This is an optimization exercise on Yosys and OpenROAD, whose aim is small area and a short achievable clock period, not a production implementation.
No run shown here included a check of the RTL's function; only the layout flow was run.
Power and IR drop assume default switching activity.

==> flow/design.v <==
module CPU(reset, clk, imem_addr, imem_data, mem_addr, mem_wdata, mem_rdata, mem_read, mem_write);
input reset, clk;
output [31:0] imem_addr;
input [31:0] imem_data;
output [31:0] mem_addr;
output [31:0] mem_wdata;
input [31:0] mem_rdata;
output mem_read;
output mem_write;
reg [31:0] PC;
reg [31:0] ir;           
reg [31:0] pc4_id;       
reg [31:0] d1_ex;        
reg [31:0] d2_ex;        
reg [31:0] e_ex;         
reg        fwdA_ex, fwdB_ex, fwdS_ex;
reg        mrd_ex, mwr_ex, rw_ex, mv_ex, wv_ex, link_ex;
reg [4:0]  wreg_ex;
reg        sub_ex, add_ex, slt_ex, log_ex, sh_ex;
reg [1:0]  lop_ex, sop_ex;
reg [31:0] outZ_mem, d2_mem;
reg        mrd_mem, mwr_mem, mv_mem, wv_mem, link_mem;
reg [4:0]  wreg_mem;
reg [31:0] rf [1:31];
reg [31:1] rvalid;
wire [4:0] rs = ir[25:21];
wire [4:0] rt = ir[20:16];
wire is_branch, is_jump, is_jr, undef, is_lw, is_sw, regwrite, mv, wv;
wire alusrc1, alusrc2, link;
wire [4:0] wreg;
wire sub_d, add_d, slt_d, log_d, sh_d;
wire [1:0] lop_d, sop_d;
wire [31:0] lu_out;
id_decode dec (.ir(ir), .is_branch(is_branch), .is_jump(is_jump), .is_jr(is_jr), .undef(undef),
    .is_lw(is_lw), .is_sw(is_sw), .regwrite(regwrite), .wreg(wreg), .mv(mv), .wv(wv),
    .alusrc1(alusrc1), .alusrc2(alusrc2), .link(link),
    .sub(sub_d), .add(add_d), .slt(slt_d), .log(log_d), .sh(sh_d), .lop(lop_d), .sop(sop_d),
    .lu_out(lu_out));
wire [30:0] sel1, sel2;
wire [31:0] rf1, rf2;
genvar gj, gb;
generate
    for (gj = 1; gj < 32; gj = gj + 1) begin : dec1
        assign sel1[gj-1] = rvalid[gj] && (rs == gj);
        assign sel2[gj-1] = rvalid[gj] && (rt == gj);
    end
    for (gb = 0; gb < 32; gb = gb + 1) begin : rdcol
        wire [30:0] col;
        for (gj = 1; gj < 32; gj = gj + 1) begin : c
            assign col[gj-1] = rf[gj][gb];
        end
        rf_rdbit u1 (.s(sel1), .d(col), .y(rf1[gb]));
        rf_rdbit u2 (.s(sel2), .d(col), .y(rf2[gb]));
    end
endgenerate
wire ex_hit_rs = (wreg_ex == rs);
wire ex_hit_rt = (wreg_ex == rt);
wire loaduse = !is_sw && mrd_ex && (ex_hit_rs || ex_hit_rt);
wire special = rw_ex && (is_branch || is_jr) && (wreg_ex != 5'd0) && (ex_hit_rs || ex_hit_rt);
wire exflush = loaduse || special;
wire ifflush = is_branch || is_jump || is_jr || exflush;
wire fwdA_d = !alusrc1 && mv_ex && ex_hit_rs;
wire fwdB_d = !alusrc2 && mv_ex && ex_hit_rt;
wire fwdS_d = is_sw && mv_ex && ex_hit_rt;
wire mem_hit_rs = (wreg_mem == rs);
wire mem_hit_rt = (wreg_mem == rt);
wire wbA = !alusrc1 && wv_mem && mem_hit_rs;
wire wbB = (!alusrc2 || is_sw) && wv_mem && mem_hit_rt && !(rw_ex && ex_hit_rs);
wire [31:0] rt_val = wbB ? outZ_mem : rf2;
wire taken;
br_compare cmp (.a(rf1), .b(rf2), .z(outZ_mem), .fa(mv_mem && mem_hit_rs), .fb(mv_mem && mem_hit_rt), .eq(taken));
wire [31:0] PC_next;
next_pc npc (.pc(PC), .ir(ir), .rf1(rf1), .undef(undef), .exflush(exflush), .is_branch(is_branch),
    .taken(taken), .is_jump(is_jump), .is_jr(is_jr), .pc_next(PC_next), .pc4(pc4_next));
wire [31:0] pc4_next;
assign imem_addr = PC;
always @(negedge reset or posedge clk)
    if (!reset) PC <= 32'h0;
    else PC <= PC_next;
always @(negedge reset or posedge clk)
    if (!reset) ir <= 32'h0;
    else ir <= ifflush ? 32'h0 : imem_data;
always @(posedge clk) pc4_id <= pc4_next;
always @(posedge clk) begin
    d1_ex <= alusrc1 ? {27'h0, ir[10:6]} : (wbA ? outZ_mem : rf1);
    d2_ex <= alusrc2 ? lu_out : rt_val;
    e_ex  <= link ? pc4_id : rt_val;
    wreg_ex <= wreg;
    sub_ex <= sub_d; add_ex <= add_d; slt_ex <= slt_d; log_ex <= log_d; sh_ex <= sh_d;
    lop_ex <= lop_d; sop_ex <= sop_d;
    link_ex <= link;
end
always @(negedge reset or posedge clk)
    if (!reset) begin
        fwdA_ex <= 1'b0; fwdB_ex <= 1'b0; fwdS_ex <= 1'b0; mrd_ex <= 1'b0; mwr_ex <= 1'b0;
        rw_ex <= 1'b0; mv_ex <= 1'b0; wv_ex <= 1'b0;
    end else if (exflush) begin
        fwdA_ex <= 1'b0; fwdB_ex <= 1'b0; fwdS_ex <= 1'b0; mrd_ex <= 1'b0; mwr_ex <= 1'b0;
        rw_ex <= 1'b0; mv_ex <= 1'b0; wv_ex <= 1'b0;
    end else begin
        fwdA_ex <= fwdA_d; fwdB_ex <= fwdB_d; fwdS_ex <= fwdS_d; mrd_ex <= is_lw; mwr_ex <= is_sw;
        rw_ex <= regwrite; mv_ex <= mv; wv_ex <= wv;
    end
wire [31:0] inA = fwdA_ex ? outZ_mem : d1_ex;
wire [31:0] inB = fwdB_ex ? outZ_mem : d2_ex;
wire [31:0] alu_out;
alu alu0 (.a(inA), .b(inB), .sub(sub_ex), .add(add_ex), .slt(slt_ex), .log(log_ex), .sh(sh_ex),
    .lop(lop_ex), .sop(sop_ex), .y(alu_out));
always @(posedge clk) begin
    outZ_mem <= alu_out;
    d2_mem <= fwdS_ex ? outZ_mem : e_ex;
    wreg_mem <= wreg_ex;
    link_mem <= link_ex;
end
always @(negedge reset or posedge clk)
    if (!reset) begin
        mrd_mem <= 1'b0; mwr_mem <= 1'b0; mv_mem <= 1'b0; wv_mem <= 1'b0;
    end else begin
        mrd_mem <= mrd_ex; mwr_mem <= mwr_ex; mv_mem <= mv_ex; wv_mem <= wv_ex;
    end
assign mem_addr = outZ_mem;
assign mem_wdata = d2_mem;
assign mem_read = mrd_mem;
assign mem_write = mwr_mem;
wire [31:0] wdata = mrd_mem ? mem_rdata : link_mem ? d2_mem : outZ_mem;
integer i;
always @(posedge clk)
    for (i = 1; i < 32; i = i + 1)
        if (wv_mem && wreg_mem == i) rf[i] <= wdata;
always @(negedge reset or posedge clk)
    if (!reset) rvalid <= 31'h0;
    else for (i = 1; i < 32; i = i + 1)
        if (wv_mem && wreg_mem == i) rvalid[i] <= 1'b1;
endmodule
module id_decode(ir, is_branch, is_jump, is_jr, undef, is_lw, is_sw, regwrite, wreg, mv, wv,
    alusrc1, alusrc2, link, sub, add, slt, log, sh, lop, sop, lu_out);
input [31:0] ir;
output is_branch, is_jump, is_jr, undef, is_lw, is_sw, regwrite, mv, wv, alusrc1, alusrc2, link;
output [4:0] wreg;
output reg sub, add, slt, log, sh;
output reg [1:0] lop, sop;
output [31:0] lu_out;
wire [5:0] op = ir[31:26];
wire [5:0] fn = ir[5:0];
wire [4:0] rt = ir[20:16];
wire [4:0] rd = ir[15:11];
wire [15:0] imm16 = ir[15:0];
wire opR = (op == 6'h00);
wire fn_alu = (fn[5:3] == 3'b100);                        
wire fn_sh  = (fn == 6'h00) || (fn == 6'h02) || (fn == 6'h03);
wire fn_slt = (fn == 6'h2a);
wire fn_jr  = (fn == 6'h08) || (fn == 6'h09);
assign is_branch = (op == 6'h01) || (op[5:2] == 4'b0001);
assign is_jump   = (op == 6'h02) || (op == 6'h03);
assign is_jr     = opR && fn_jr;
wire is_itype  = (op[5:3] == 3'b001) || (op == 6'h10);      
assign is_lw = (op == 6'h23);
assign is_sw = (op == 6'h2b);
wire defined = is_branch || is_jump || is_itype || is_lw || is_sw ||
               (opR && (fn_jr || fn_alu || fn_sh || fn_slt));
assign undef = !defined;
assign regwrite = !((op == 6'h10) || is_sw || ((op[5:3] == 3'b000) && op != 6'h00 && op != 6'h03) ||
                    (opR && fn == 6'h08));
wire [1:0] regdst = opR ? 2'b00 : (op == 6'h03) ? 2'b10 :
                    ((op >= 6'h04 && op <= 6'h10) || op == 6'h01 || op == 6'h02 || is_lw || is_sw) ? 2'b01 : 2'b11;
assign wreg = (regdst == 2'b00) ? rd : (regdst == 2'b01) ? rt : (regdst == 2'b10) ? 5'd31 : 5'd26;
assign mv = regwrite && (wreg != 5'd0);
assign wv = mv && (regdst != 2'b11);
assign alusrc1 = opR && (fn[5:2] == 4'b0000);
assign alusrc2 = (op[5:3] != 3'b000) && (op != 6'h10);
wire memtoreg_alu = is_itype && op != 6'h10 || (opR && (fn_alu || fn_sh || fn_slt));
assign link = regwrite && !is_lw && !memtoreg_alu && (regdst != 2'b11);    
wire extop = !(op == 6'h0c || op == 6'h0d || op == 6'h0e);
wire luop = (op == 6'h0f);
assign lu_out = luop ? {imm16, 16'h0000} : {extop ? {16{imm16[15]}} : 16'h0000, imm16};
always @(*) begin
    sub = 1'b0; add = 1'b1; slt = 1'b0; log = 1'b0; sh = 1'b0; lop = 2'd0; sop = 2'd0;
    if (opR) begin
        case (fn)
        6'h22, 6'h23: sub = 1'b1;
        6'h24: begin add = 1'b0; log = 1'b1; lop = 2'd0; end
        6'h25: begin add = 1'b0; log = 1'b1; lop = 2'd1; end
        6'h26: begin add = 1'b0; log = 1'b1; lop = 2'd2; end
        6'h27: begin add = 1'b0; log = 1'b1; lop = 2'd3; end
        6'h00: begin add = 1'b0; sh = 1'b1; sop = 2'b00; end
        6'h02: begin add = 1'b0; sh = 1'b1; sop = 2'b01; end
        6'h03: begin add = 1'b0; sh = 1'b1; sop = 2'b11; end
        6'h2a: begin add = 1'b0; slt = 1'b1; sub = 1'b1; end
        default: ;
        endcase
    end else begin
        case (op)
        6'h0c: begin add = 1'b0; log = 1'b1; lop = 2'd0; end
        6'h0d: begin add = 1'b0; log = 1'b1; lop = 2'd1; end
        6'h0e: begin add = 1'b0; log = 1'b1; lop = 2'd2; end
        6'h0a: begin add = 1'b0; slt = 1'b1; sub = 1'b1; end
        6'h0b: add = 1'b0;
        default: ;
        endcase
    end
end
endmodule
module br_compare(a, b, z, fa, fb, eq);
input [31:0] a, b, z;
input fa, fb;
output eq;
wire [31:0] x = fa ? z : a;
wire [31:0] y = fb ? z : b;
assign eq = (x == y);
endmodule
module next_pc(pc, ir, rf1, undef, exflush, is_branch, taken, is_jump, is_jr, pc_next, pc4);
input [31:0] pc, ir, rf1;
input undef, exflush, is_branch, taken, is_jump, is_jr;
output [31:0] pc_next, pc4;
wire [31:0] off = {{14{ir[15]}}, ir[15:0], 2'b00};
wire [31:0] sum = pc + (is_branch ? off : 32'd4);
wire [31:0] pcm4 = {pc[31:2] - 30'd1, pc[1:0]};
assign pc4 = sum;
assign pc_next = undef ? 32'h8 :
                 exflush ? pcm4 :
                 is_branch ? (taken ? sum : pc) :
                 is_jump ? {sum[31:28], ir[25:0], 2'b00} :
                 is_jr ? rf1 :
                 sum;
endmodule
module alu(a, b, sub, add, slt, log, sh, lop, sop, y);
input [31:0] a, b;
input sub, add, slt, log, sh;
input [1:0] lop, sop;       
output [31:0] y;
wire [31:0] s = a + (sub ? ~b : b) + {31'h0, sub};
reg [31:0] l;
always @(*)
    case (lop)
    2'd0: l = a & b;
    2'd1: l = a | b;
    2'd2: l = a ^ b;
    default: l = ~(a | b);
    endcase
wire [31:0] br, sr, shv;
wire [63:0] sx;
genvar k;
generate for (k = 0; k < 32; k = k + 1) begin : rv
    assign br[k] = sop[0] ? b[k] : b[31-k];
    assign shv[k] = sop[0] ? sr[k] : sr[31-k];
end endgenerate
assign sx = {{32{sop[1] & b[31]}}, br} >> a[4:0];
assign sr = sx[31:0];
assign y = ({32{add}} & s) | {31'h0, slt & s[31]} | ({32{log}} & l) | ({32{sh}} & shv);
endmodule
module rf_rdbit(s, d, y);
input [30:0] s, d;
output y;
wire [10:0] g;
genvar k;
generate
    for (k = 0; k < 10; k = k + 1) begin : grp
        rf_aoi222 u (.a(s[3*k]), .b(d[3*k]), .c(s[3*k+1]), .d(d[3*k+1]), .e(s[3*k+2]), .f(d[3*k+2]), .y(g[k]));
    end
endgenerate
assign g[10] = ~(s[30] & d[30]);
assign y = ~(&g);
endmodule
module rf_aoi222(a, b, c, d, e, f, y);
input a, b, c, d, e, f;
output y;
assign y = ~((a & b) | (c & d) | (e & f));
endmodule
==> flow/run.sh <==
#!/bin/bash
# synth_recipe.tcl (not shown) runs the flow's synth.tcl, then flattens the netlist and writes it again
# the make line also repeats each setting of config.mk as NAME=value (left out here)
make -C /OpenROAD-flow-scripts/flow DESIGN_CONFIG=/design/flow/config.mk WORK_HOME=/design/flow/orfs CLKGATE_MAP_FILE= SYNTH_SCRIPT=/design/flow/synth_recipe.tcl finish
==> flow/config.mk <==
export PLATFORM = sky130hd
export DESIGN_NAME = CPU
export DESIGN_NICKNAME = CPU
export VERILOG_FILES = /design/flow/design.v
export SDC_FILE = /design/flow/constraint.sdc
export NUM_CORES = 8
export LEC_CHECK = 0
export CAP_MARGIN = 20
export CORE_MARGIN = 2
export CORE_UTILIZATION = 40
export SETUP_SLACK_MARGIN = 5
export SLEW_MARGIN = 20
export SYNTH_HIERARCHICAL = 1
==> flow/constraint.sdc <==
create_clock -name core_clock -period 10.0 [get_ports {clk}]
set_input_delay 2.0000 -clock core_clock [delete_from_list [all_inputs] [get_ports {clk}]]
set_output_delay 2.0000 -clock core_clock [all_outputs]
set_load 0.01 [all_outputs]
==> results_dict.tcl, run 1 <==
set metrics [dict create \
    pre_cts_slack_ns 3.57 \
    ioPinCount 164 \
    cts_buffers 139 \
    vias 53700 \
    required_ns 10.68 \
    insertion_delay_ns 0.83 \
    postCtsHoldBufs 0 \
    ys_top_cells_by_area "edfxtp_1 47%, a222oi_1 10%, dfxtp_1 6.7%" \
    finalWorstSetupSlack_ns 4.28 \
    drive_gt1_share_pct 16.9 \
    cts.clk_slew.worst_paths_ns 0.06 \
    rr_worst_depth 21 \
    finalHoldViolCount 0 \
    cp-start-kind "flip-flop" \
    gp_congestion 0.989 \
    io_buffers 163 \
    cp_slowest_cell "a2111o_1" \
    synth-edff-count 992 \
    drt-vias-per-instance 7.14 \
    postRouteAntennaNets 0 \
    period_minus_slack_ns 5.72 \
    seq_area_frac_synth_pct 57.7 \
    core.rowCount 146 \
    drv_slew 0 \
    die_y_um 403 \
    netlist.area_leader.share_pct 46.8 \
    wl_per_cell_um 37.0 \
    fin_skew_ns 0.0412 \
    critical_path_class "flip-flop to flip-flop" \
    fin_nets 5513 \
    antenna_found_initial 27 \
    grtUsageTotal_pct 33.0 \
    syn_to_final_growth_pct 17.7 \
    path_delay_family "compound AO/OA/AOI/OAI gates" \
    start_util_pct 40.2 \
    endpoint_kind "flip-flop" \
    grt_overflow 0 \
    whs_ns 0.325 \
    maxSlewHeadroom_pct 20.1 \
    synth_warnings 10 \
    ys_ff_latch 1312 \
    dp_hpwl_um 174000 \
    hp-class "flip-flop to flip-flop" \
    ir_worst_vdd_uv 215 \
    cts_tree "done" \
    dieWidth_um 403 \
    avgSynthCellArea_um2 12.7 \
    min_path_cells 0 \
    cap_viol_max_count 0 \
    path_cells "and2_4 > and3_4 > buf_12 > a222oi_1 > nand4_1 > a2111o_1 > mux2i_1 > xor2_1 > nand4_1 > nor4_2 > a31oi_1 > a211oi_4 > buf_12 > clkinvlp_4 > nor2_4 > a21oi_2 > buf_6 > or3_1 > a211o_1 > o2111ai_2 > nor2_1" \
    r2r_slack_ns 4.28 \
    fp.dieArea_mm2 0.162 \
    yosysMostFrequentCell "edfxtp_1" \
    min_to "link_mem" \
    grt_pass1_wl_um 383000 \
    rsz0062_at_grt "true" \
    critPathBufInv 4 \
    synth_top_cells_by_count "992 x edfxtp_1, 647 x a222oi_1, 307 x nand2_1" \
    drc 0 \
    ctsLongestPathBuffers 3 \
    leakagePower_nw 26.8 \
    power_density_mw_per_mm2 252 \
    drtIter0Drc 13700 \
    max_freq_mhz 175 \
    cts_root_buf "clkbuf_16" \
    worst_pin_slew_ns 1.19 \
    wl_um 278000 \
    setup_tns_ns 0 \
    r2r-end "PC[27]" \
    final_core_util_pct 47.4 \
    detail_route.first_pass.iterations 14 \
    grt_pass1_vias 49500 \
    synthCells 5002 \
    synthFlopType "edfxtp_1" \
    status "no timing/DRC/antenna violations" \
    cpPeakStageDelay_ns 0.62 \
    placeableCoreArea_mm2 0.158 \
    syn-cell-area_mm2 0.0637 \
    grt_max_degree 87 \
    cp_max_fo 16 \
    clock_sinks 1312 \
    worstPathArrival_ns 6.40 \
    hold_start "link_ex" \
    async_flop_share_pct 8.16 \
    synth_top_area_cell "edfxtp_1" \
    fin_crit_sh_pct 57.2 \
    rr_startpoint "ir[25]" \
    ys_types 99 \
    htreeDepth 4 \
    setup_viol 0 \
]
==> Yosys stat by module, one instance, submodules excluded <==
module | copies in the design | flops+latches
rf_aoi222 | 640 | 0
alu | 1 | 0
rf_rdbit | 64 | 0
id_decode | 1 | 0
CPU | 1 | 1312
next_pc | 1 | 0
br_compare | 1 | 0
==> registers in the layout, indices dropped and copies added (netlist names), 2 cells and up <==
| name | count |
|---|---|
| rvalid | 31 |
| d1_ex | 32 |
| wreg_ex | 5 |
| PC | 32 |
| lop_ex | 2 |
| rf | 992 |
| pc4_id | 32 |
| ir | 32 |
| wreg_mem | 5 |
| sop_ex | 2 |
| d2_ex | 32 |
| e_ex | 32 |
| d2_mem | 32 |
| outZ_mem | 32 |
==> cell families (layout without fill, tap and decap cells) <==
group	Yosys count	in the layout	share of synthesized area, %
and+or+nand+nor	1194	1194	9.88
adders and majority gates	113	113	2.24
other	0	2	0
xor gates and xnor gates	199	199	2.75
DFF	1312	1312	57.7
buffers and inverters	367	814	2.40
AOI/OAI and AO/OA	1492	1492	18.8
muxes	325	325	6.19
==> layer usage <==
layer,part of all wire (%),global-route usage (%)
met3,15,10.1
met2,42,47.9
met5,0.037,0
met4,6.0,15.9
met1,37,45.0
==> power by group <==
group / leakage, nW / total (mW) / internal, mW / switching, mW
Sequential: 12.1 / 7.62 / 7.05 / 0.571
Clock: 2.26 / 5.30 / 2.99 / 2.30
Combinational: 12.5 / 5.94 / 1.90 / 4.04
Total: 26.8 / 18.9 / 11.9 / 6.92
==> cell type report <==
cell class	count	area, um2
sequential	1312	36800
fill	14000	83200
antenna	2	5.00
multi-input combinational	3323	26200
inverter	130	492
timing repair buffer	428	4250
clock inverter	82	900
clock buffer	174	3730
tap	2072	2590
==> metrics by stage <==
step | std cells | power, mW | area [um2]
after floorplan | 5002 | 10.5 | 63700
after global placement | 7179 | 13.2 | 68700
after detailed placement | 7180 | 13.2 | 68700
after CTS | 7499 | 18.5 | 74600
after global routing | 7522 | 19.3 | 74900
final | 7523 | 18.9 | 75000
==> cells in the final DEF (no fill, tap or decap), types with 105 or more instances in the layout <==
cell type,Yosys,routed
dfxtp_1,213,208
buf_4,8,216
nor2_1,198,160
clkbuf_16,0,140
a222oi_1,647,647
mux2_2,133,133
nand2_1,307,305
edfxtp_1,992,992
nand4_1,153,153
mux2i_1,149,149
o21ai_0,216,183
ha_1,111,111
inv_1,128,127
a21oi_1,269,258
clkdlybuf4s50_1,0,162
xor2_1,106,105
==> timing repair <==
item,in CTS,in global routing
pin swaps,53,13
setup endpoints to repair,30,31
buffers inserted,49,20
cloned,14,0
resized for setup,133,45
==> worst max-delay path by stage <==
stage	start	end	cells past startpoint
after floorplan	ir[18]	PC[27]	19
after global placement	ir[22]	PC[29]	20
after detailed placement	ir[22]	PC[29]	20
after CTS	ir[23]	PC[27]	22
after global routing	ir[23]	PC[27]	22
final	ir[25]	PC[27]	21
==> run 2: changes to the inputs <==
--- a/flow/config.mk
+++ b/flow/config.mk
@@ -8,6 +8,5 @@
 export CAP_MARGIN = 20
 export CORE_MARGIN = 2
 export CORE_UTILIZATION = 40
-export SETUP_SLACK_MARGIN = 5
 export SLEW_MARGIN = 20
 export SYNTH_HIERARCHICAL = 1
==> run 2 against run 1 <==
Clock power about the same. Utilization shrank 1.0 points. Non-clock buffer count shrank 84. First-iteration DRC count fell by 5.4%. Global-route usage fell by 0.65 points. Total power shrank 0.68%. Synthesized area did not move. Synthesized cell count unchanged. Count of clock-buffer cells in the layout stayed put. Design area down 2.1%. Register-to-register slack worse by 1.3 ns. Critical path type unchanged. Highest routed layer unchanged.
==> results_dict.tcl, run 2 <==
set metrics [dict create \
    cp_max_fo 32 \
    synth_warnings 10 \
    max_freq_mhz 143 \
    p_comb_share_pct 31.0 \
    rr_startpoint "ir[22]" \
    die_y_um 403 \
    drc 0 \
    fin_skew_ns 0.0365 \
    postCtsHoldBufs 0 \
    rsz0062_at_grt "false" \
    drive_gt1_share_pct 14.1 \
    postRouteAntennaNets 0 \
    clock_sinks 1312 \
    p_sw_mw 6.86 \
    worstPathArrival_ns 7.62 \
    fp.dieArea_mm2 0.162 \
    synthCells 5002 \
    fillers 14100 \
    wl_per_cell_um 36.6 \
    core.rowCount 146 \
    ys_types 99 \
    vias 52900 \
    cts_root_buf "clkbuf_16" \
    maxSlewHeadroom_pct 15.4 \
    fin_crit_sh_pct 69.7 \
    drt-vias-per-instance 7.11 \
    grt_overflow 0 \
    ctsResizeCount 0 \
    dp_hpwl_um 174000 \
    period_minus_slack_ns 6.97 \
    grt_max_degree 87 \
    finalWorstSetupSlack_ns 3.03 \
    ctsLongestPathBuffers 3 \
    cp-start-kind "flip-flop" \
    io_buffers 163 \
    dieWidth_um 403 \
    power_density_mw_per_mm2 255 \
    rr_worst_depth 20 \
    insertion_delay_ns 0.82 \
    gp_congestion 0.989 \
    antenna_found_initial 30 \
    critical_path_class "flip-flop to flip-flop" \
    fin_nets 5429 \
    avgSynthCellArea_um2 12.7 \
    worst_pin_slew_ns 1.26 \
    syn_to_final_growth_pct 15.2 \
    critPathLaunch "ir[22]" \
    start_util_pct 40.2 \
    finalHoldViolCount 0 \
    grt_pass1_vias 49000 \
    final_cell_mix "992 x edfxtp_1, 647 x a222oi_1, 306 x nand2_1, 269 x a21oi_1, 208 x dfxtp_1" \
    htreeDepth 4 \
    finalInstanceArea_mm2 0.0734 \
    internal_power_mw 11.9 \
    place_area_mm2 0.0687 \
    ys_top_cells_by_area "edfxtp_1 47%, a222oi_1 10%, dfxtp_1 6.7%" \
    syn-cell-area_mm2 0.0637 \
    endpoint_kind "flip-flop" \
    cts_setup_buffers 0 \
    top_register "rf" \
    layout_commonest_cell "edfxtp_1" \
    hp-class "flip-flop to flip-flop" \
    ir_worst_vdd_uv 216 \
    synthFlopType "edfxtp_1" \
    post-place-cells 7180 \
    pre_cts_slack_ns 3.57 \
    synth-edff-count 992 \
    min_path_cells 0 \
    drv_slew 0 \
    cap_viol_max_count 0 \
    ys_ff_latch 1312 \
    pwr-share-seq_pct 40.7 \
    hold_start "link_ex" \
    whs_ns 0.323 \
    setup_viol 0 \
    status "no timing/DRC/antenna violations" \
    yosysMostFrequentCell "edfxtp_1" \
    async_flop_share_pct 8.16 \
    netlist.area_leader.share_pct 46.8 \
    cts_buffers 139 \
    detail_route.first_pass.iterations 14 \
    cts.clk_slew.worst_paths_ns 0.06 \
    switching_share_pct 36.6 \
    setup_tns_ns 0 \
    synth_top_cells_by_count "992 x edfxtp_1, 647 x a222oi_1, 307 x nand2_1" \
    seq_area_frac_synth_pct 57.7 \
    cp_slowest_cell "and3_2" \
    required_ns 10.66 \
    path_cells "nor2b_1 > nor2b_1 > and3_2 > a222oi_1 > nand4_1 > a2111o_1 > mux2i_1 > xor2_1 > nand4_1 > nor4_1 > a31oi_1 > a211oi_4 > buf_4 > inv_1 > nand2_1 > o21ai_0 > nand2_1 > a41oi_1 > a2111oi_0 > a221oi_1" \
    final_cells 7442 \
    largest_reg_flops 992 \
    ioPinCount 164 \
    grtUsageTotal_pct 32.4 \
    p_clk_share_pct 28.3 \
    synth_top_area_cell "edfxtp_1" \
    grt_pass1_wl_um 376000 \
    cts_tree "done" \
    leakagePower_nw 26.2 \
    placeableCoreArea_mm2 0.158 \
    cpPeakStageDelay_ns 1.02 \
    wl_um 273000 \
    drtIter0Drc 13000 \
]
==> run 2: cell counts after synthesis <==
No cell type changed its count.
==> run 2: modules after synthesis, one instance, submodules excluded <==
| module | cell area [um2] | flip-flops and latches | copies in the design |
|---|---|---|---|
| id_decode | 932 | 0 | 1 |
| br_compare | 1150 | 0 | 1 |
| CPU | 42400 | 1312 | 1 |
| next_pc | 3860 | 0 | 1 |
| rf_rdbit | 27.5 | 0 | 64 |
| alu | 7170 | 0 | 1 |
| rf_aoi222 | 10.0 | 0 | 640 |
==> run 2: final cells by class <==
| type | count | area, um2 | area share, % |
|---|---|---|---|
| Sequential cell | 1312 | 36700 | 50.1 |
| Multi-Input combinational cell | 3323 | 25900 | 35.3 |
| Clock buffer | 174 | 3730 | 5.09 |
| Timing Repair Buffer | 344 | 3000 | 4.09 |
| Tap cell | 2072 | 2590 | 3.53 |
| Clock inverter | 82 | 900 | 1.23 |
| Inverter | 130 | 488 | 0.665 |
| Antenna cell | 5 | 12.5 | 0.0171 |
==> run 2: final timing paths <==
| check | to | slack [ns] |
|---|---|---|
| max in group asynchronous | mrd_mem | 7.32 |
| min | link_mem | 0.32 |
| min reg2reg | link_mem | 0.32 |
| max reg2reg | PC[29] | 3.03 |
| min in group asynchronous | mwr_mem | 1.20 |
| max | PC[29] | 3.03 |
==> run 2: logic make-up (layout without fill, tap and decap cells) <==
| family | Yosys count | in the layout | share of synthesized area, % |
|---|---|---|---|
| xor gates and xnor gates | 199 | 199 | 2.75 |
| AOI/OAI and AO/OA | 1492 | 1492 | 18.8 |
| DFF | 1312 | 1312 | 57.7 |
| other | 0 | 5 | 0 |
| buffers and inverters | 367 | 730 | 2.40 |
| adders and majority gates | 113 | 113 | 2.24 |
| and+or+nand+nor | 1194 | 1194 | 9.88 |
| muxes | 325 | 325 | 6.19 |
==> run 2: critical path: cells and delay by family (launching register included) <==
kind,cells,cell delay (ns)
AND/OR/NAND/NOR,8,2.69
AO/OA/AOI/OAI,8,2.55
buffers and inverters,2,0.63
flip-flops,1,0.51
XOR/XNOR,1,0.20
multiplexers,1,0.18
==> run 2: power groups by stage <==
stage | Clock (mW) | Sequential, mW | Combinational (mW)
finish | 5.30 | 7.62 | 5.81
global route | 5.53 | 7.63 | 6.01
CTS | 5.31 | 7.58 | 5.57
detailed placement | 0 | 7.69 | 5.55
global placement | 0 | 7.69 | 5.50
floorplan | 0 | 7.54 | 2.94
==> run 2: routing by layer <==
layer / vias up / share of wire [%] / track usage, %
met2: 4627 / 42 / 46.8
met1: 26000 / 38 / 44.1
met3: 795 / 15 / 10.6
met4: 22 / 5.5 / 14.8
met5: - / 0.052 / 0.0297
li1: 21400 / - / -
==> run 2: stage by stage <==
stage / power [mW] / util, %
3_5_place_dp: 13.2 / 43.4
5_1_grt: 19.2 / 46.4
3_3_place_gp: 13.2 / 43.4
4_1_cts: 18.5 / 46.3
6_report: 18.7 / 46.4
2_1_floorplan: 10.5 / -
==> run 3: changes to the inputs <==
--- a/flow/config.mk
+++ b/flow/config.mk
@@ -7,6 +7,7 @@
 export LEC_CHECK = 0
 export CAP_MARGIN = 20
 export CORE_MARGIN = 2
-export CORE_UTILIZATION = 40
+export CORE_UTILIZATION = 30
+export SETUP_SLACK_MARGIN = 5
 export SLEW_MARGIN = 20
 export SYNTH_HIERARCHICAL = 1
==> run 3 against run 2 <==
Combinational power is 5.7% higher. Design area is 5.3% higher. First-iteration DRC count is 0.32% lower. Flip-flop and latch count stayed put. Non-clock buffer count is 133 higher. Sequential share of layout area is 2.5 points lower. Via count is 2.2% higher. Global-route usage is 7.3 points lower. Wire length is 5.9% higher. Critical path depth is 3 higher. Largest cell class unchanged.
==> results_dict.tcl, run 3 <==
set metrics [dict create \
    power_density_mw_per_mm2 248 \
    finalHoldViolCount 0 \
    grt_overflow 0 \
    ir_worst_vdd_uv 197 \
    fin_crit_sh_pct 56.0 \
    postRouteAntennaNets 0 \
    synthFlopType "edfxtp_1" \
    synth_top_area_cell "edfxtp_1" \
    place_area_mm2 0.0696 \
    ys_top_cells_by_area "edfxtp_1 47%, a222oi_1 10%, dfxtp_1 6.7%" \
    min_path_cells 0 \
    syn-cell-area_mm2 0.0637 \
    cpPeakStageDelay_ns 0.64 \
    drv_slew 0 \
    cp-start-kind "flip-flop" \
    layout_commonest_cell "edfxtp_1" \
    synth-edff-count 992 \
    maxSlewHeadroom_pct 15.1 \
    dieWidth_um 465 \
    wl_per_cell_um 34.7 \
    setup_viol 0 \
    ys_ff_latch 1312 \
    path_cells "nor2b_4 > and2_4 > and3_4 > buf_12 > buf_16 > buf_4 > a222oi_1 > nand4_1 > a2111o_1 > xnor2_1 > nand4_1 > nor4_2 > a31oi_1 > a21o_1 > a211oi_4 > buf_12 > clkinvlp_4 > nor2_4 > a21oi_4 > or3_1 > a211o_1 > o2111ai_2 > nor2_1" \
    whs_ns 0.326 \
    required_ns 10.70 \
    hold_start "link_ex" \
    wl_um 289000 \
    status "no timing/DRC/antenna violations" \
    setup_tns_ns 0 \
    seq_area_frac_synth_pct 57.7 \
    ys_types 99 \
    netlist.area_leader.share_pct 46.8 \
    drtIter0Drc 13000 \
    cap_viol_max_count 0 \
    cts_root_buf "clkbuf_16" \
    top_register "rf" \
    finalInstanceArea_mm2 0.0772 \
    fp.dieArea_mm2 0.216 \
    drc 0 \
    fin_nets 5561 \
    worst_pin_slew_ns 1.24 \
    yosysMostFrequentCell "edfxtp_1" \
    rr_startpoint "ir[24]" \
    synthCells 5002 \
    grtUsageTotal_pct 25.0 \
    largest_reg_flops 992 \
    synth_warnings 10 \
    worstPathArrival_ns 6.30 \
    power_mw 19.2 \
    die_y_um 465 \
    io_buffers 163 \
    final_core_util_pct 36.5 \
    insertion_delay_ns 0.85 \
    cp_max_fo 14 \
    critical_path_class "flip-flop to flip-flop" \
    grt_pass1_wl_um 389000 \
    syn_to_final_growth_pct 21.3 \
    final_cell_mix "992 x edfxtp_1, 647 x a222oi_1, 303 x nand2_1, 257 x a21oi_1, 209 x buf_4" \
    gp_congestion 0.991 \
    vias 54100 \
    dp_hpwl_um 176000 \
    r2r-end "PC[27]" \
    async_flop_share_pct 8.16 \
    post-place-cells 7925 \
    period_minus_slack_ns 5.60 \
    grt_max_degree 87 \
    clock_sinks 1312 \
    endpoint_kind "flip-flop" \
    r2r_slack_ns 4.40 \
    drive_gt1_share_pct 18.3 \
    cts_buffers 138 \
    max_freq_mhz 179 \
    drt-vias-per-instance 6.50 \
    final_cells 8320 \
    cts_tree "done" \
    finalWorstSetupSlack_ns 4.40 \
    cts.clk_slew.worst_paths_ns 0.06 \
    start_util_pct 30.1 \
    antenna_found_initial 15 \
    pre_cts_slack_ns 3.43 \
    grt_pass1_vias 49700 \
    detail_route.first_pass.iterations 15 \
    fin_skew_ns 0.0596 \
    core.rowCount 169 \
    ioPinCount 164 \
    placeableCoreArea_mm2 0.211 \
    htreeDepth 4 \
    ctsLongestPathBuffers 3 \
    synth_top_cells_by_count "992 x edfxtp_1, 647 x a222oi_1, 307 x nand2_1" \
    cp_slowest_cell "a2111o_1" \
    rr_worst_depth 23 \
    min_to "link_mem" \
    hp-class "flip-flop to flip-flop" \
    rsz0062_at_grt "true" \
    leakagePower_nw 27.3 \
    avgSynthCellArea_um2 12.7 \
]
==> run 3: changes by cell type in the layout (fill, tap and decap cells not counted), moves of 16 or more <==
cell | previous run | this run
a2111o_2 | 0 | 16
buf_12 | 0 | 42
buf_4 | 180 | 209
and3_4 | 0 | 24
buf_6 | 0 | 27
a2111o_1 | 64 | 48
==> run 3: worst max-delay path: cells and delay by family, from the launching register on <==
kind	cells	cell delay [ns]
flip-flops	1	0.46
AO/OA/AOI/OAI	8	2.10
buffers and inverters	5	0.75
XOR/XNOR	1	0.24
AND/OR/NAND/NOR	9	1.91
==> run 3: logic make-up after synthesis <==
logic type | count (synthesis) | synth area share [%]
AO/OA/AOI/OAI | 1492 | 18.8
XOR/XNOR | 199 | 2.75
buffers and inverters | 367 | 2.40
multiplexers | 325 | 6.19
flip-flops | 1312 | 57.7
adder cells (fa/ha/maj) | 113 | 2.24
AND/OR/NAND/NOR | 1194 | 9.88
==> run 3: worst max-delay path by stage <==
stage / from / endpoint / cells after the start
detailed placement: ir[22] / PC[27] / 20
global route: ir[24] / PC[27] / 22
floorplan: ir[18] / PC[27] / 19
finish: ir[24] / PC[27] / 23
CTS: ir[23] / PC[29] / 22
global placement: ir[22] / PC[27] / 20
==> run 3: cell type report <==
class,instances,area (um2)
Fill cell,20300,134000
Sequential cell,1312,36800
Multi-Input combinational cell,3323,26400
Timing Repair Buffer,477,5280
Clock buffer,175,3740
Tap cell,2821,3530
Clock inverter,77,986
Inverter,130,492
Antenna cell,5,12.5
==> run 3: Yosys stat by module, one instance, submodules excluded <==
module	flip-flops and latches	cells	area (um2)	times used
CPU	1312	2198	42400	1
next_pc	0	616	3860	1
id_decode	0	144	932	1
br_compare	0	140	1150	1
rf_aoi222	0	1	10.0	640
rf_rdbit	0	4	27.5	64
alu	0	1008	7170	1
==> run 3: report_power, final <==
| group | switching, mW | internal (mW) | leakage [nW] |
|---|---|---|---|
| clock | 2.33 | 3.02 | 2.30 |
| sequential | 0.615 | 7.05 | 12.1 |
| combinational | 4.13 | 2.01 | 12.9 |
==> run 3: repair_timing <==
| action | CTS | global route |
|---|---|---|
| setup endpoints to repair | 30 | 33 |
| endpoints found under the hold margin | 0 | 0 |
| buffers inserted | 57 | 52 |
| gates cloned | 13 | 11 |
| hold buffers | 0 | 0 |
| resized for setup | 175 | 135 |
| pin swaps | 64 | 79 |
==> run 3: routing by layer <==
| metal | GRT usage [%] | part of all wire [%] | up-vias |
|---|---|---|---|
| met5 | 0.111 | 0.011 | - |
| li1 | - | - | 21700 |
| met2 | 35.9 | 41 | 4834 |
| met1 | 33.1 | 37 | 26600 |
| met4 | 15.9 | 7.9 | 6 |
| met3 | 6.96 | 14 | 971 |
==> run 4: changes to the inputs <==
--- a/flow/config.mk
+++ b/flow/config.mk
@@ -7,7 +7,8 @@
 export LEC_CHECK = 0
 export CAP_MARGIN = 20
 export CORE_MARGIN = 2
-export CORE_UTILIZATION = 30
+export CORE_UTILIZATION = 40
+export CTS_BUF_LIST = sky130_fd_sc_hd__clkbuf_8
 export SETUP_SLACK_MARGIN = 5
 export SLEW_MARGIN = 20
 export SYNTH_HIERARCHICAL = 1
==> run 4 against run 3 <==
Synthesized cell count did not move. Critical path depth did not move. Final cell count fell by 8.0%. Critical endpoint is now PC[29].
==> results_dict.tcl, run 4 <==
set metrics [dict create \
    core.rowCount 146 \
    finalInstanceArea_mm2 0.0743 \
    synth_warnings 10 \
    dp_hpwl_um 174000 \
    leakagePower_nw 26.8 \
    path_depth 23 \
    max_freq_mhz 174 \
    layout_commonest_cell "edfxtp_1" \
    r2r-end "PC[29]" \
    r2r_slack_ns 4.25 \
    maxSlewHeadroom_pct 16.4 \
    wl_per_cell_um 36.5 \
    seq_area_frac_synth_pct 57.7 \
    antenna_found_initial 30 \
    critPathBufInv 6 \
    finalWorstSetupSlack_ns 4.25 \
    whs_ns 0.330 \
    endpoint_kind "flip-flop" \
    met2_usage_pct 47.9 \
    synth-edff-count 992 \
    fillers 14100 \
    cap_viol_max_count 0 \
    grt_pass1_wl_um 384000 \
    cts_root_buf "clkbuf_8" \
    path_cells "and3b_1 > and3_1 > buf_6 > a222oi_1 > nand4_1 > a2111o_1 > xor2_1 > nor4_1 > mux2i_1 > nor3_1 > a31oi_1 > a211oi_4 > buf_12 > clkinvlp_4 > buf_6 > buf_6 > buf_6 > nand2_4 > o21ai_2 > nand2_1 > a41oi_2 > a2111oi_4 > a221oi_2" \
    fin_crit_sh_pct 57.5 \
    worstPathArrival_ns 6.62 \
    critical_path_class "flip-flop to flip-flop" \
    crit_top_cell "buf_6" \
    die_y_um 403 \
    fp.dieArea_mm2 0.162 \
    io_buffers 163 \
    fin_nets 5576 \
    busiest_layer "met2" \
    grt_pass1_vias 50100 \
    drc 0 \
    vias 54000 \
    yosysMostFrequentCell "edfxtp_1" \
    ctsLongestPathBuffers 3 \
    detail_route.first_pass.iterations 12 \
    rr_worst_depth 23 \
    final_cells 7657 \
    power_density_mw_per_mm2 243 \
    top_register "rf" \
    avgSynthCellArea_um2 12.7 \
    synthCells 5002 \
    ioPinCount 164 \
    cts_buffers 208 \
    rr_startpoint "ir[18]" \
    placeableCoreArea_mm2 0.158 \
    clock_sinks 1312 \
    place_area_mm2 0.0687 \
    syn-cell-area_mm2 0.0637 \
    final_cell_mix "992 x edfxtp_1, 647 x a222oi_1, 304 x nand2_1, 261 x a21oi_1, 217 x clkbuf_8" \
    hold_start "link_ex" \
    drtIter0Drc 13400 \
    cp-start-kind "flip-flop" \
    gr-usage-met1_pct 44.1 \
    synthFlopType "edfxtp_1" \
    hp-class "flip-flop to flip-flop" \
    required_ns 10.86 \
    syn_to_final_growth_pct 16.7 \
    worst_pin_slew_ns 1.25 \
    postRouteAntennaNets 0 \
    grt_overflow 0 \
    netlist.area_leader.share_pct 46.8 \
    cts.clk_slew.worst_paths_ns 0.06 \
    cp_max_fo 32 \
    synth_top_area_cell "edfxtp_1" \
    async_flop_share_pct 8.16 \
    drt-vias-per-instance 7.05 \
    min_path_cells 0 \
    ys_top_cells_by_area "edfxtp_1 47%, a222oi_1 10%, dfxtp_1 6.7%" \
    pre_cts_slack_ns 3.57 \
    rsz0062_at_grt "true" \
    drv_slew 0 \
    dieWidth_um 403 \
    post-place-cells 7180 \
    postCtsHoldBufs 0 \
    setup_tns_ns 0 \
    cpPeakStageDelay_ns 0.60 \
    min_to "link_mem" \
    grtUsageTotal_pct 33.1 \
    largest_reg_flops 992 \
    grt_max_degree 87 \
    cts_tree "done" \
    setup_viol 0 \
    final_core_util_pct 47.0 \
    status "no timing/DRC/antenna violations" \
    period_minus_slack_ns 5.75 \
    wl_um 279000 \
    drive_gt1_share_pct 17.5 \
    cp_slowest_cell "a2111o_1" \
    start_util_pct 40.2 \
    ys_ff_latch 1312 \
    gr-usage-met3_pct 11.7 \
    power_mw 18.1 \
    ir_worst_vdd_uv 274 \
    gp_congestion 0.989 \
    htreeDepth 4 \
    ys_types 99 \
    finalHoldViolCount 0 \
    fin_skew_ns 0.0649 \
    path_delay_family "compound AO/OA/AOI/OAI gates" \
    synth_top_cells_by_count "992 x edfxtp_1, 647 x a222oi_1, 307 x nand2_1" \
    insertion_delay_ns 1.02 \
]
run 4: final cells by class:
class	instances	area [um2]	area share, %
Tap cell	2072	2590	3.49
Multi-Input combinational cell	3323	26300	35.3
Clock buffer	217	2990	4.02
Clock inverter	170	997	1.34
Inverter	130	492	0.662
Sequential cell	1312	36800	49.5
Antenna cell	11	27.5	0.0370
Timing Repair Buffer	422	4190	5.64
run 4: power breakdown:
part | switching, mW | leakage [nW] | internal, mW | total (mW)
sequential | 0.569 | 12.1 | 7.05 | 7.62
clock | 2.27 | 2.29 | 2.21 | 4.48
combinational | 4.05 | 12.4 | 1.89 | 5.95
total | 6.89 | 26.8 | 11.2 | 18.1
run 4: how the worst max path moves through the flow:
| stage | start | to | slack, ns |
|---|---|---|---|
| 3_5_place_dp | ir[22] | PC[29] | 3.57 |
| 6_report | ir[18] | PC[29] | 4.25 |
| 2_1_floorplan | ir[18] | PC[27] | 5.26 |
| 5_1_grt | ir[18] | PC[27] | 4.27 |
| 4_1_cts | ir[24] | PC[27] | 4.68 |
| 3_3_place_gp | ir[22] | PC[29] | 3.44 |
run 4: routing by layer:
metal	share of wire, %	up-vias
met5	0.051	-
li1	-	21800
met1	37	26600
met2	42	4767
met3	15	844
met4	5.6	20
run 4: Yosys stat by module, one instance, submodules excluded:
module	cells	times used
CPU	2198	1
alu	1008	1
next_pc	616	1
br_compare	140	1
id_decode	144	1
rf_rdbit	4	64
rf_aoi222	1	640
run 4: timing repair:
item                                    4_1_cts  5_1_grt
cloned                                       13        0
pin swaps                                    59       18
buffers inserted                             38       27
gates resized for setup                     137       62
endpoints found under the setup margin       30       31
hold endpoints to repair                      0        0
run 4: logic make-up after synthesis:
group                    count (synthesis)  synth area share, %
multiplexers                           325                 6.19
AND/OR/NAND/NOR                       1194                 9.88
buffers and inverters                  367                 2.40
XOR/XNOR                               199                 2.75
flip-flops                            1312                 57.7
AO/OA/AOI/OAI                         1492                 18.8
adder cells (fa/ha/maj)                113                 2.24
==> run 5: changes to the inputs <==
--- a/flow/design.v
+++ b/flow/design.v
@@ -69,10 +69,17 @@
 wire [31:0] rt_val = wbB ? outZ_mem : rf2;
 wire taken;
 br_compare cmp (.a(rf1), .b(rf2), .z(outZ_mem), .fa(mv_mem && mem_hit_rs), .fb(mv_mem && mem_hit_rt), .eq(taken));
-wire [31:0] PC_next;
+wire [31:0] pc_other, pc_sum, pc4_next;
 next_pc npc (.pc(PC), .ir(ir), .rf1(rf1), .undef(undef), .exflush(exflush), .is_branch(is_branch),
-    .taken(taken), .is_jump(is_jump), .is_jr(is_jr), .pc_next(PC_next), .pc4(pc4_next));
-wire [31:0] pc4_next;
+    .is_jump(is_jump), .is_jr(is_jr), .pc_other(pc_other), .sum(pc_sum));
+assign pc4_next = pc_sum;
+wire brt = taken && is_branch && !undef && !exflush;
+wire [31:0] PC_next;
+generate
+    for (gb = 0; gb < 32; gb = gb + 1) begin : pcm
+        cpu_mux2 m (.a0(pc_other[gb]), .a1(pc_sum[gb]), .s(brt), .y(PC_next[gb]));
+    end
+endgenerate
 assign imem_addr = PC;
 always @(negedge reset or posedge clk)
     if (!reset) PC <= 32'h0;
@@ -208,45 +215,66 @@
 wire [31:0] y = fb ? z : b;
 assign eq = (x == y);
 endmodule
-module next_pc(pc, ir, rf1, undef, exflush, is_branch, taken, is_jump, is_jr, pc_next, pc4);
+module next_pc(pc, ir, rf1, undef, exflush, is_branch, is_jump, is_jr, pc_other, sum);
 input [31:0] pc, ir, rf1;
-input undef, exflush, is_branch, taken, is_jump, is_jr;
-output [31:0] pc_next, pc4;
+input undef, exflush, is_branch, is_jump, is_jr;
+output [31:0] pc_other, sum;
 wire [31:0] off = {{14{ir[15]}}, ir[15:0], 2'b00};
-wire [31:0] sum = pc + (is_branch ? off : 32'd4);
+cpu_adder32 add (.a(pc), .b(is_branch ? off : 32'd4), .cin(1'b0), .y(sum));
 wire [31:0] pcm4 = {pc[31:2] - 30'd1, pc[1:0]};
-assign pc4 = sum;
-assign pc_next = undef ? 32'h8 :
-                 exflush ? pcm4 :
-                 is_branch ? (taken ? sum : pc) :
-                 is_jump ? {sum[31:28], ir[25:0], 2'b00} :
-                 is_jr ? rf1 :
-                 sum;
+assign pc_other = undef ? 32'h8 :
+                  exflush ? pcm4 :
+                  is_branch ? pc :
+                  is_jump ? {sum[31:28], ir[25:0], 2'b00} :
+                  is_jr ? rf1 :
+                  sum;
+endmodule
+module cpu_mux2(a0, a1, s, y);
+input a0, a1, s;
+output y;
+assign y = s ? a1 : a0;
 endmodule
 module alu(a, b, sub, add, slt, log, sh, lop, sop, y);
 input [31:0] a, b;
 input sub, add, slt, log, sh;
 input [1:0] lop, sop;       
 output [31:0] y;
-wire [31:0] s = a + (sub ? ~b : b) + {31'h0, sub};
-reg [31:0] l;
-always @(*)
-    case (lop)
-    2'd0: l = a & b;
-    2'd1: l = a | b;
-    2'd2: l = a ^ b;
-    default: l = ~(a | b);
-    endcase
-wire [31:0] br, sr, shv;
-wire [63:0] sx;
+wire [31:0] bb = b ^ {32{sub}};
+wire [31:0] s;
+cpu_adder32 add0 (.a(a), .b(bb), .cin(sub), .y(s));
+wire [31:0] g = a & bb, p = a ^ bb, gp = g | p;
+wire [31:0] l = lop[1] ? (lop[0] ? ~gp : p) : (lop[0] ? gp : g);
+wire [31:0] shv;
+alu_shift shf (.b(b), .a(a[4:0]), .sop(sop), .shv(shv));
+assign y = ({32{add}} & s) | {31'h0, slt & s[31]} | ({32{log}} & l) | ({32{sh}} & shv);
+endmodule
+module alu_shift(b, a, sop, shv);
+input [31:0] b;
+input [4:0] a;
+input [1:0] sop;            
+output [31:0] shv;
+wire f = sop[1] & b[31];    
+wire [31:0] l0, l1, l2, l3, l4, l5;
 genvar k;
-generate for (k = 0; k < 32; k = k + 1) begin : rv
-    assign br[k] = sop[0] ? b[k] : b[31-k];
-    assign shv[k] = sop[0] ? sr[k] : sr[31-k];
+generate for (k = 0; k < 32; k = k + 1) begin : g
+    alu_mx2i m0 (.a0(b[31-k]), .a1(b[k]), .s(sop[0]), .y(l0[k]));
+    if (k < 16) begin : s16 alu_mx2i m (.a0(l0[k]), .a1(l0[k+16]), .s(a[4]), .y(l1[k])); end
+    else begin : f16 alu_mx2i m (.a0(l0[k]), .a1(~f), .s(a[4]), .y(l1[k])); end
+    if (k < 24) begin : s8 alu_mx2i m (.a0(l1[k]), .a1(l1[k+8]), .s(a[3]), .y(l2[k])); end
+    else begin : f8 alu_mx2i m (.a0(l1[k]), .a1(f), .s(a[3]), .y(l2[k])); end
+    if (k < 28) begin : s4 alu_mx2i m (.a0(l2[k]), .a1(l2[k+4]), .s(a[2]), .y(l3[k])); end
+    else begin : f4 alu_mx2i m (.a0(l2[k]), .a1(~f), .s(a[2]), .y(l3[k])); end
+    if (k < 30) begin : s2 alu_mx2i m (.a0(l3[k]), .a1(l3[k+2]), .s(a[1]), .y(l4[k])); end
+    else begin : f2 alu_mx2i m (.a0(l3[k]), .a1(f), .s(a[1]), .y(l4[k])); end
+    if (k < 31) begin : s1 alu_mx2i m (.a0(l4[k]), .a1(l4[k+1]), .s(a[0]), .y(l5[k])); end
+    else begin : f1 alu_mx2i m (.a0(l4[k]), .a1(~f), .s(a[0]), .y(l5[k])); end
+    assign shv[k] = sop[0] ? l5[k] : l5[31-k];
 end endgenerate
-assign sx = {{32{sop[1] & b[31]}}, br} >> a[4:0];
-assign sr = sx[31:0];
-assign y = ({32{add}} & s) | {31'h0, slt & s[31]} | ({32{log}} & l) | ({32{sh}} & shv);
+endmodule
+module alu_mx2i(a0, a1, s, y);
+input a0, a1, s;
+output y;
+assign y = ~(s ? a1 : a0);
 endmodule
 module rf_rdbit(s, d, y);
 input [30:0] s, d;
@@ -266,3 +294,172 @@
 output y;
 assign y = ~((a & b) | (c & d) | (e & f));
 endmodule
+module cpu_adder32(a, b, cin, y);
+input [31:0] a, b;
+input cin;
+output [31:0] y;
+wire [31:0] g = a & b, p = a ^ b;
+wire g0c = g[0] | (p[0] & cin);
+wire n0_g = g[1] | (p[1] & g0c);
+wire n0_p = p[1] & p[0];
+wire n1_g = g[3] | (p[3] & g[2]);
+wire n1_p = p[3] & p[2];
+wire n2_g = g[5] | (p[5] & g[4]);
+wire n2_p = p[5] & p[4];
+wire n3_g = g[7] | (p[7] & g[6]);
+wire n3_p = p[7] & p[6];
+wire n4_g = g[9] | (p[9] & g[8]);
+wire n4_p = p[9] & p[8];
+wire n5_g = g[11] | (p[11] & g[10]);
+wire n5_p = p[11] & p[10];
+wire n6_g = g[13] | (p[13] & g[12]);
+wire n6_p = p[13] & p[12];
+wire n7_g = g[15] | (p[15] & g[14]);
+wire n7_p = p[15] & p[14];
+wire n8_g = g[17] | (p[17] & g[16]);
+wire n8_p = p[17] & p[16];
+wire n9_g = g[19] | (p[19] & g[18]);
+wire n9_p = p[19] & p[18];
+wire n10_g = g[21] | (p[21] & g[20]);
+wire n10_p = p[21] & p[20];
+wire n11_g = g[23] | (p[23] & g[22]);
+wire n11_p = p[23] & p[22];
+wire n12_g = g[25] | (p[25] & g[24]);
+wire n12_p = p[25] & p[24];
+wire n13_g = g[27] | (p[27] & g[26]);
+wire n13_p = p[27] & p[26];
+wire n14_g = g[29] | (p[29] & g[28]);
+wire n14_p = p[29] & p[28];
+wire n15_g = g[31] | (p[31] & g[30]);
+wire n15_p = p[31] & p[30];
+wire n16_g = g[2] | (p[2] & n0_g);
+wire n16_p = p[2] & n0_p;
+wire n17_g = n1_g | (n1_p & n0_g);
+wire n17_p = n1_p & n0_p;
+wire n18_g = g[6] | (p[6] & n2_g);
+wire n18_p = p[6] & n2_p;
+wire n19_g = n3_g | (n3_p & n2_g);
+wire n19_p = n3_p & n2_p;
+wire n20_g = g[10] | (p[10] & n4_g);
+wire n20_p = p[10] & n4_p;
+wire n21_g = n5_g | (n5_p & n4_g);
+wire n21_p = n5_p & n4_p;
+wire n22_g = g[14] | (p[14] & n6_g);
+wire n22_p = p[14] & n6_p;
+wire n23_g = n7_g | (n7_p & n6_g);
+wire n23_p = n7_p & n6_p;
+wire n24_g = g[18] | (p[18] & n8_g);
+wire n24_p = p[18] & n8_p;
+wire n25_g = n9_g | (n9_p & n8_g);
+wire n25_p = n9_p & n8_p;
+wire n26_g = g[22] | (p[22] & n10_g);
+wire n26_p = p[22] & n10_p;
+wire n27_g = n11_g | (n11_p & n10_g);
+wire n27_p = n11_p & n10_p;
+wire n28_g = g[26] | (p[26] & n12_g);
+wire n28_p = p[26] & n12_p;
+wire n29_g = n13_g | (n13_p & n12_g);
+wire n29_p = n13_p & n12_p;
+wire n30_g = g[30] | (p[30] & n14_g);
+wire n30_p = p[30] & n14_p;
+wire n31_g = n15_g | (n15_p & n14_g);
+wire n31_p = n15_p & n14_p;
+wire n32_g = g[4] | (p[4] & n17_g);
+wire n32_p = p[4] & n17_p;
+wire n33_g = n2_g | (n2_p & n17_g);
+wire n33_p = n2_p & n17_p;
+wire n34_g = n18_g | (n18_p & n17_g);
+wire n34_p = n18_p & n17_p;
+wire n35_g = n19_g | (n19_p & n17_g);
+wire n35_p = n19_p & n17_p;
+wire n36_g = g[12] | (p[12] & n21_g);
+wire n36_p = p[12] & n21_p;
+wire n37_g = n6_g | (n6_p & n21_g);
+wire n37_p = n6_p & n21_p;
+wire n38_g = n22_g | (n22_p & n21_g);
+wire n38_p = n22_p & n21_p;
+wire n39_g = n23_g | (n23_p & n21_g);
+wire n39_p = n23_p & n21_p;
+wire n40_g = g[20] | (p[20] & n25_g);
+wire n40_p = p[20] & n25_p;
+wire n41_g = n10_g | (n10_p & n25_g);
+wire n41_p = n10_p & n25_p;
+wire n42_g = n26_g | (n26_p & n25_g);
+wire n42_p = n26_p & n25_p;
+wire n43_g = n27_g | (n27_p & n25_g);
+wire n43_p = n27_p & n25_p;
+wire n44_g = g[28] | (p[28] & n29_g);
+wire n44_p = p[28] & n29_p;
+wire n45_g = n14_g | (n14_p & n29_g);
+wire n45_p = n14_p & n29_p;
+wire n46_g = n30_g | (n30_p & n29_g);
+wire n46_p = n30_p & n29_p;
+wire n47_g = n31_g | (n31_p & n29_g);
+wire n47_p = n31_p & n29_p;
+wire n48_g = g[8] | (p[8] & n35_g);
+wire n48_p = p[8] & n35_p;
+wire n49_g = n4_g | (n4_p & n35_g);
+wire n49_p = n4_p & n35_p;
+wire n50_g = n20_g | (n20_p & n35_g);
+wire n50_p = n20_p & n35_p;
+wire n51_g = n21_g | (n21_p & n35_g);
+wire n51_p = n21_p & n35_p;
+wire n52_g = n36_g | (n36_p & n35_g);
+wire n52_p = n36_p & n35_p;
+wire n53_g = n37_g | (n37_p & n35_g);
+wire n53_p = n37_p & n35_p;
+wire n54_g = n38_g | (n38_p & n35_g);
+wire n54_p = n38_p & n35_p;
+wire n55_g = n39_g | (n39_p & n35_g);
+wire n55_p = n39_p & n35_p;
+wire n56_g = g[24] | (p[24] & n43_g);
+wire n56_p = p[24] & n43_p;
+wire n57_g = n12_g | (n12_p & n43_g);
+wire n57_p = n12_p & n43_p;
+wire n58_g = n28_g | (n28_p & n43_g);
+wire n58_p = n28_p & n43_p;
+wire n59_g = n29_g | (n29_p & n43_g);
+wire n59_p = n29_p & n43_p;
+wire n60_g = n44_g | (n44_p & n43_g);
+wire n60_p = n44_p & n43_p;
+wire n61_g = n45_g | (n45_p & n43_g);
+wire n61_p = n45_p & n43_p;
+wire n62_g = n46_g | (n46_p & n43_g);
+wire n62_p = n46_p & n43_p;
+wire n63_g = n47_g | (n47_p & n43_g);
+wire n63_p = n47_p & n43_p;
+wire n64_g = g[16] | (p[16] & n55_g);
+wire n64_p = p[16] & n55_p;
+wire n65_g = n8_g | (n8_p & n55_g);
+wire n65_p = n8_p & n55_p;
+wire n66_g = n24_g | (n24_p & n55_g);
+wire n66_p = n24_p & n55_p;
+wire n67_g = n25_g | (n25_p & n55_g);
+wire n67_p = n25_p & n55_p;
+wire n68_g = n40_g | (n40_p & n55_g);
+wire n68_p = n40_p & n55_p;
+wire n69_g = n41_g | (n41_p & n55_g);
+wire n69_p = n41_p & n55_p;
+wire n70_g = n42_g | (n42_p & n55_g);
+wire n70_p = n42_p & n55_p;
+wire n71_g = n43_g | (n43_p & n55_g);
+wire n71_p = n43_p & n55_p;
+wire n72_g = n56_g | (n56_p & n55_g);
+wire n72_p = n56_p & n55_p;
+wire n73_g = n57_g | (n57_p & n55_g);
+wire n73_p = n57_p & n55_p;
+wire n74_g = n58_g | (n58_p & n55_g);
+wire n74_p = n58_p & n55_p;
+wire n75_g = n59_g | (n59_p & n55_g);
+wire n75_p = n59_p & n55_p;
+wire n76_g = n60_g | (n60_p & n55_g);
+wire n76_p = n60_p & n55_p;
+wire n77_g = n61_g | (n61_p & n55_g);
+wire n77_p = n61_p & n55_p;
+wire n78_g = n62_g | (n62_p & n55_g);
+wire n78_p = n62_p & n55_p;
+wire n79_g = n63_g | (n63_p & n55_g);
+wire n79_p = n63_p & n55_p;
+wire [31:0] c = {n78_g, n77_g, n76_g, n75_g, n74_g, n73_g, n72_g, n71_g, n70_g, n69_g, n68_g, n67_g, n66_g, n65_g, n64_g, n55_g, n54_g, n53_g, n52_g, n51_g, n50_g, n49_g, n48_g, n35_g, n34_g, n33_g, n32_g, n17_g, n16_g, n0_g, g0c, cin};
+assign y = p ^ c;
+endmodule
--- a/flow/config.mk
+++ b/flow/config.mk
@@ -8,7 +8,6 @@
 export CAP_MARGIN = 20
 export CORE_MARGIN = 2
 export CORE_UTILIZATION = 40
-export CTS_BUF_LIST = sky130_fd_sc_hd__clkbuf_8
 export SETUP_SLACK_MARGIN = 5
 export SLEW_MARGIN = 20
 export SYNTH_HIERARCHICAL = 1
==> run 5 against run 4 <==
Clock skew decreased by 0.017 ns. Flip-flop and latch count unchanged. Critical path type unchanged. Synthesized cell count decreased by 9.1%. First-iteration DRC count decreased by 5.3%. Critical path depth decreased by 6. Synthesized area decreased by 1.9%. Largest power group unchanged. Worst hold slack improved by 0.00063 ns. Setup slack improved by 0.68 ns. Fmax increased by 13%.
==> results_dict.tcl, run 5 <==
set metrics [dict create \
    antenna_found_initial 16 \
    min_to "link_mem" \
    wl_um 268000 \
    r2r_slack_ns 4.93 \
    whs_ns 0.330 \
    maxSlewHeadroom_pct 24.6 \
    wl_per_cell_um 37.7 \
    drive_gt1_share_pct 17.6 \
    ys_ff_latch 1312 \
    fp.dieArea_mm2 0.159 \
    p_clk_share_pct 27.9 \
    cts_tree "done" \
    internal_power_mw 11.9 \
    synthCells 4545 \
    placeableCoreArea_mm2 0.156 \
    avgSynthCellArea_um2 13.7 \
    grt_pass1_wl_um 358000 \
    netlist.area_leader.share_pct 47.7 \
    worst_pin_slew_ns 1.13 \
    pwr-share-seq_pct 41.5 \
    dp_hpwl_um 164000 \
    grt_max_degree 68 \
    ioPinCount 164 \
    min_path_cells 0 \
    r2r-end "PC[7]" \
    drt-vias-per-instance 7.12 \
    postRouteAntennaNets 0 \
    seq_area_frac_synth_pct 58.8 \
    core.rowCount 145 \
    ctsLongestPathBuffers 3 \
    finalHoldViolCount 0 \
    die_y_um 399 \
    cp_max_fo 16 \
    synth_warnings 9 \
    place_area_mm2 0.0675 \
    cap_viol_max_count 0 \
    power_density_mw_per_mm2 252 \
    drv_slew 0 \
    status "no timing/DRC/antenna violations" \
    top_register "rf" \
    final_cells 7115 \
    finalInstanceArea_mm2 0.0737 \
    layout_commonest_cell "edfxtp_1" \
    fin_skew_ns 0.0474 \
    dieWidth_um 399 \
    fillers 13700 \
    synth_top_cells_by_count "992 x edfxtp_1, 641 x a222oi_1, 299 x mux2i_1" \
    final_cell_mix "992 x edfxtp_1, 641 x a222oi_1, 298 x mux2i_1, 210 x dfxtp_1, 188 x buf_4" \
    fin_crit_sh_pct 50.7 \
    p_sw_mw 6.68 \
    endpoint_kind "flip-flop" \
    synthFlopType "edfxtp_1" \
    yosysMostFrequentCell "edfxtp_1" \
    cp-start-kind "flip-flop" \
    grtUsageTotal_pct 31.6 \
    period_minus_slack_ns 5.07 \
    cp_slowest_cell "a2111o_2" \
    p_comb_share_pct 30.6 \
    switching_share_pct 36.0 \
    async_flop_share_pct 8.16 \
    critPathBufInv 4 \
    grt_pass1_vias 46600 \
    htreeDepth 4 \
    vias 50700 \
    syn_to_final_growth_pct 18.0 \
    critical_path_class "flip-flop to flip-flop" \
    hp-class "flip-flop to flip-flop" \
    rr_worst_depth 17 \
    max_freq_mhz 197 \
    cts_root_buf "clkbuf_16" \
    cpPeakStageDelay_ns 0.73 \
    grt_overflow 0 \
    cts_buffers 140 \
    start_util_pct 40.1 \
    required_ns 10.67 \
    insertion_delay_ns 0.82 \
    ir_worst_vdd_uv 181 \
    io_buffers 163 \
    synth-edff-count 992 \
    rsz0062_at_grt "true" \
    clock_sinks 1312 \
    fin_nets 5101 \
    power_mw 18.6 \
    post-place-cells 6761 \
    cts.clk_slew.worst_paths_ns 0.06 \
    ys_types 94 \
    drc 0 \
    leakagePower_nw 26.2 \
    hold_start "link_ex" \
    path_delay_family "compound AO/OA/AOI/OAI gates" \
    gp_congestion 0.984 \
    syn-cell-area_mm2 0.0625 \
    worstPathArrival_ns 5.74 \
    path_cells "buf_4 > and3_4 > and3_4 > buf_12 > a222oi_1 > nand4_1 > a2111o_2 > mux2i_1 > xor2_1 > nand4_1 > nor3_1 > a31oi_1 > a211oi_2 > buf_4 > and4b_4 > clkbuf_16 > mux2_4" \
    detail_route.first_pass.iterations 17 \
    largest_reg_flops 992 \
    drtIter0Drc 12600 \
    ys_top_cells_by_area "edfxtp_1 48%, a222oi_1 10%, dfxtp_1 6.8%" \
    synth_top_area_cell "edfxtp_1" \
    setup_viol 0 \
    setup_tns_ns 0 \
    rr_startpoint "ir[23]" \
]
## run 5: changes by cell type in the layout (fill, tap and decap cells not counted), moves of 28 or more
cell,before,now
mux4_2,38,0
inv_1,200,44
nand3_1,46,18
nor2_1,161,79
nand2_1,304,186
o21ai_0,180,98
mux2_4,2,63
clkbuf_16,0,155
clkbuf_1,0,34
a21oi_1,261,187
mux2i_1,149,298
clkbuf_8,217,6
## run 5: area by class of cell
cell class              instances  area, um2  share of cell area, %
inverters                      47        180                  0.245
flip-flops and latches       1312      36800                   49.9
well taps                    2058       2570                   3.49
repair buffers                406       4030                   5.46
clock inverters                74        742                   1.01
multi-input cells            3025      25600                   34.7
diodes                         10       25.0                 0.0340
clock buffers                 183       3790                   5.14
## run 5: routing by layer
layer	share of wire, %	global-route usage [%]	up-vias
met4	5.8	15.2	18
li1	-	-	20300
met3	16	11.3	832
met5	0.047	0	-
met1	37	42.7	25000
met2	42	44.9	4513
## run 5: worst max-delay path by stage
stage               startpoint  endpoint  slack (ns)  cells after the start
CTS                     ir[23]    PC[15]        5.00                     17
detailed placement      ir[22]    PC[15]        3.66                     14
finish                  ir[23]     PC[7]        4.93                     17
global placement        ir[22]     PC[7]        3.77                     14
global route            ir[21]    PC[19]        4.95                     18
floorplan               ir[22]     PC[0]        5.02                     15
## run 5: kinds of logic (layout without fill, tap and decap cells)
kind of cell,count (synthesis),in the layout,share of synthesized area (%)
buffers and inverters,215,710,1.65
other,1,13,0.00600
multiplexers,472,472,8.29
XOR/XNOR,213,213,3.11
flip-flops,1312,1312,58.8
AND/OR/NAND/NOR,935,940,8.34
AO/OA/AOI/OAI,1294,1294,17.6
adder cells (fa/ha/maj),103,103,2.21
## run 5: timing repair
item,4_1_cts,5_1_grt
endpoints found under the setup margin,33,33
setup buffers,15,55
pin swaps,32,94
resized for setup,76,148
hold buffers,0,0
cloned,2,15
## run 5: modules after synthesis, one instance, submodules excluded
module / cell area, um2 / cells
cpu_adder32: 1290 / 155
alu_shift: 554 / 38
CPU: 42400 / 2199
cpu_mux2: 15.0 / 1
next_pc: 1980 / 304
rf_aoi222: 10.0 / 1
rf_rdbit: 27.5 / 4
alu: 2310 / 290
alu_mx2i: 10.0 / 1
br_compare: 1150 / 140
id_decode: 932 / 144
## run 5: power by group through the flow
stage                     clock network, mW  registers (mW)  logic, mW
after floorplan                           0            7.54       2.87
after global placement                    0            7.75       5.25
after detailed placement                  0            7.75       5.29
after CTS                              5.20            7.65       5.35
after global routing                   5.41            7.70       5.87
final                                  5.18            7.69       5.68
## run 5: metrics by stage
stage / util (%) / setup slack, ns
2_1_floorplan: - / 5.02
3_3_place_gp: 43.3 / 3.77
3_5_place_dp: 43.4 / 3.66
4_1_cts: 46.5 / 5.00
5_1_grt: 47.3 / 4.95
6_report: 47.3 / 4.93

port drivers added, routing unchanged:
In the flow no input, the clock included, has a driving cell. The finished layouts below were timed again as built, in two steps. Step 1, drivers: a clkbuf_16 drives clk and a buf_2 each remaining input, both assumed. Step 2 adds t to the input delays and takes it off the output delays; t is the mean of the earliest and latest rising clock arrival at the registers after step 1. Input paths then give back, and output paths get back, about the clock's delay inside the block. a / b / c = ideal ports / drivers / drivers and shift; a / b = the first two.
run	t, ns	setup WS [ns]	worst setup path after step 2	latest minus earliest clock arrival (ns)	worst data-port slew with drivers (ns)
run 1	0.901	4.284 / 4.284 / 4.284	register to register	0.042 / 0.042	0.06
run 2	0.889	3.031 / 3.031 / 3.031	register to register	0.037 / 0.036	0.06
run 3	0.902	4.400 / 4.400 / 4.400	register to register	0.062 / 0.062	0.06
run 4	1.072	4.248 / 4.248 / 4.248	register to register	0.072 / 0.072	0.06
run 5	0.885	4.927 / 4.927 / 4.927	register to register	0.049 / 0.049	0.05
After both steps every run listed still meets setup and hold.
